This design comes from an exercise in tuning for small area on the open sky130 flow, not from production work.
RTL that was checked went through simulation tests only; none was proved equivalent to the original.
Power is estimated from default activity; no workload was simulated.

==> flow/design.v (excerpt) <==
module Fine_Time_Synch(
   input clk, rst,
	input 				cyc_i, 
	input					stb_i,
	output 				ack_o,
	output reg [31:0]	dat_out,
	output reg			cyc_o, stb_o, 
	output				we_o,
	input					ack_i,
	input [31:0] 		dat_in,
	input 				dat_in_val,
	output reg			time_syn_run,	
	output 				out_halt
	);
==> flow/config.mk <==
export PLATFORM = sky130hd
export DESIGN_NAME = Fine_Time_Synch
export DESIGN_NICKNAME = Fine_Time_Synch
export VERILOG_FILES = /design/flow/design.v
export SDC_FILE = /design/flow/constraint.sdc
export NUM_CORES = 4
export LEC_CHECK = 0
export CAP_MARGIN = 0
export CORE_MARGIN = 2
export CORE_UTILIZATION = 40
export CTS_BUF_LIST = sky130_fd_sc_hd__clkbuf_4 sky130_fd_sc_hd__clkbuf_8
export SLEW_MARGIN = 0
export SYNTH_HIERARCHICAL = 1
export SYNTH_MINIMUM_KEEP_SIZE = 0
==> flow/constraint.sdc <==
create_clock -name core_clock -period 10.0 [get_ports {clk}]
set_input_delay 2.0000 -clock core_clock [delete_from_list [all_inputs] [get_ports {clk}]]
set_output_delay 2.0000 -clock core_clock [all_outputs]
set_load 0.01 [all_outputs]
run.sh (not shown) runs the stock make flow with config.mk's settings and CLKGATE_MAP_FILE= SYNTH_SCRIPT=/design/flow/synth_recipe.tcl, a recipe that flattens the netlist after the stock synthesis.
Rerun with:
--- a/flow/config.mk
+++ b/flow/config.mk
@@ -8 +8 @@
-export CAP_MARGIN = 0
+export CAP_MARGIN = 20
@@ -11,2 +11 @@
-export CTS_BUF_LIST = sky130_fd_sc_hd__clkbuf_4 sky130_fd_sc_hd__clkbuf_8
-export SLEW_MARGIN = 0
+export SLEW_MARGIN = 20
What happened: Final area rose by 1.7%; area after synthesis does not change; power rose by 4.5%; clock skew fell by 0.0055 ns; core utilization rose by 0.79 points; setup slack is better by 0.0061 ns.
Rerun with:
==> flow/flow/run.sh (new file) <==
#!/bin/bash
# Standard layout (the standard.sh, unchanged synthesis) with two knobs
# that ORFS reads from the environment:
#  - port buffers use the smallest buffer cell instead of the resizer's pick
#  - clock tree synthesis without dummy load cells
# The make output goes to flow.log in the work folder (ORFS keeps each
# tool's own log under orfs/logs/).
set -euo pipefail
export BUFFER_PORTS_ARGS="-buffer_cell sky130_fd_sc_hd__buf_1"
export CTS_ARGS="-sink_clustering_enable -repair_clock_nets -dont_use_dummy_load -buf_list sky130_fd_sc_hd__clkbuf_8"
bash standard.sh > flow.log 2>&1
==> flow/standard.sh (new file) <==
#!/bin/bash
# synth_recipe.tcl (not shown) runs the flow's synth.tcl, then flattens the netlist and writes it again
# the make line also repeats each setting of config.mk as NAME=value (left out here)
make -C /OpenROAD-flow-scripts/flow DESIGN_CONFIG=/design/flow/config.mk WORK_HOME=/design/flow/orfs CLKGATE_MAP_FILE= SYNTH_SCRIPT=/design/flow/synth_recipe.tcl "${@:-finish}"
--- a/flow/config.mk
+++ b/flow/config.mk
@@ -10,0 +11 @@
+export CTS_BUF_LIST = sky130_fd_sc_hd__clkbuf_8
removed: flow/run.sh
=>
- The new run finished with timing, DRC and antenna clean
- utilization went down by 3.6 points
- critical path depth is unchanged
- clock skew went up by 0.030 ns
Rerun with:
==> flow/run.sh (new file) <==
#!/bin/bash
# synth_recipe.tcl (not shown) runs the flow's synth.tcl, then flattens the netlist and writes it again
# the make line also repeats each setting of config.mk as NAME=value (left out here)
make -C /OpenROAD-flow-scripts/flow DESIGN_CONFIG=/design/flow/config.mk WORK_HOME=/design/flow/orfs CLKGATE_MAP_FILE= SYNTH_SCRIPT=/design/flow/synth_recipe.tcl finish
--- a/flow/config.mk
+++ b/flow/config.mk
@@ -11 +11 @@
-export CTS_BUF_LIST = sky130_fd_sc_hd__clkbuf_8
+export CTS_BUF_LIST = sky130_fd_sc_hd__clkbuf_4 sky130_fd_sc_hd__clkbuf_8
removed: flow/flow/run.sh
removed: flow/standard.sh
The changed run went through all stages and came out clean.
Global-route usage went up by 0.95 points.
Routed wire length went up by 5.7%.
Design area went up by 6.5%.
Total power went up by 5.7%.
Die area does not change.
Core utilization went up by 2.9 points.
Via count went up by 0.64%.
First-iteration DRC count went down by 31%.
Rerun with:
--- a/flow/config.mk
+++ b/flow/config.mk
@@ -8 +8 @@
-export CAP_MARGIN = 20
+export CAP_MARGIN = 0
@@ -11,2 +11,4 @@
-export CTS_BUF_LIST = sky130_fd_sc_hd__clkbuf_4 sky130_fd_sc_hd__clkbuf_8
-export SLEW_MARGIN = 20
+export CTS_BUF_LIST = sky130_fd_sc_hd__clkbuf_8
+export CTS_CLUSTER_DIAMETER = 120
+export CTS_CLUSTER_SIZE = 40
+export SLEW_MARGIN = 0
The new run completed with no timing, DRC or antenna violations. Clock power hardly moves. Wire length stays the same. Sequential cell count stays the same. Clock-buffer cell count does not change. Non-clock buffer count does not change. Worst setup slack stays the same. First-iteration DRC count stays the same. Final area stays the same.
Function was not checked in any run of this note: the RTL went through the layout flow alone.

---

## blue
Fine_Time_Synch, a different RTL version from the one above (not shown whole).
Size: about 500 cells after synthesis, about 200 flip-flops, about 76 I/O pins.
Settings: LEC_CHECK=0, CAP_MARGIN=20, CORE_MARGIN=2, CORE_UTILIZATION=40, SLEW_MARGIN=20, SYNTH_HIERARCHICAL=1, SYNTH_MINIMUM_KEEP_SIZE=0; clock period 10.0 ns.
standard.sh (not shown) runs the stock make flow with config.mk's settings and CLKGATE_MAP_FILE= SYNTH_SCRIPT=/design/flow/synth_recipe.tcl, a recipe that flattens the netlist after the stock synthesis.
==> flow/flow/run.sh <==
#!/bin/bash
# Standard layout (the standard.sh, unchanged synthesis) with two knobs
# that ORFS reads from the environment:
#  - port buffers use the smallest buffer cell instead of the resizer's pick
#  - clock tree synthesis without dummy load cells
# The make output goes to flow.log in the work folder (ORFS keeps each
# tool's own log under orfs/logs/).
set -euo pipefail
export BUFFER_PORTS_ARGS="-buffer_cell sky130_fd_sc_hd__buf_1"
export CTS_ARGS="-sink_clustering_enable -repair_clock_nets -dont_use_dummy_load -buf_list sky130_fd_sc_hd__clkbuf_16"
bash standard.sh > flow.log 2>&1
The following lists how purple was set up differently from blue:
--- a/flow/flow/run.sh
+++ b/flow/flow/run.sh
@@ -9,3 +9,3 @@
 export BUFFER_PORTS_ARGS="-buffer_cell sky130_fd_sc_hd__buf_1"
-export CTS_ARGS="-sink_clustering_enable -repair_clock_nets -dont_use_dummy_load -buf_list sky130_fd_sc_hd__clkbuf_16"
+export CTS_ARGS="-sink_clustering_enable -repair_clock_nets -dont_use_dummy_load -buf_list sky130_fd_sc_hd__clkbuf_8 -sink_clustering_size 10 -sink_clustering_max_diameter 60"
 bash standard.sh > flow.log 2>&1
Findings:
- All of purple and blue finish clean.
- Comparing purple against blue, there is no change at all in die footprint.
- [purple vs blue] part of the total power dissipated in combinational logic: higher in purple
- The non-clock buffer count was comparable across purple and blue.
- Fmax, purple and blue: lower on purple
- STATUS final design area excluding fillers: purple wins against blue
- Compared with blue, in purple total leakage power decreased by about 2.4% relative to the old numbers, routed wire length decreased by about 0.4% relative to the old numbers, area taken by flip-flops and latches held steady.

## what the ideal ports hide
No port has a modelled driver above. Below, the same layouts with a new extraction and two added sets of constraints.
Step 1 assumes that a clkbuf_16 drives the clock port and a buf_2 every other input.
Step 2, shift: input delay + t, output delay - t, t = (earliest + latest rising clock arrival at the registers) / 2. This alone moves slack from input paths to output paths.
a / b / c = ideal ports / drivers / drivers and shift; a / b = the first two.
run | shift t [ns] | slack for setup (ns) | clock arrival spread, ns | cell pins on the clock port's net
the first run of note 1 | 0.498 | 1.627 / 1.627 / 1.627 | 0.017 / 0.017 | 1
the second run of note 1 | 0.474 | 1.633 / 1.633 / 1.633 | 0.012 / 0.012 | 1
the third run of note 1 | 0.489 | 1.629 / 1.629 / 1.629 | 0.043 / 0.043 | 1
the fourth run of note 1 | 0.498 | 1.627 / 1.627 / 1.627 | 0.017 / 0.017 | 1
the fifth run of note 1 | 0.498 | 1.627 / 1.627 / 1.627 | 0.017 / 0.017 | 1
blue | 0.465 | 2.159 / 2.159 / 2.159 | 0.030 / 0.030 | 1
purple | 0.490 | 2.134 / 2.134 / 2.134 | 0.052 / 0.052 | 1
After both steps setup and hold are still met in every run listed.
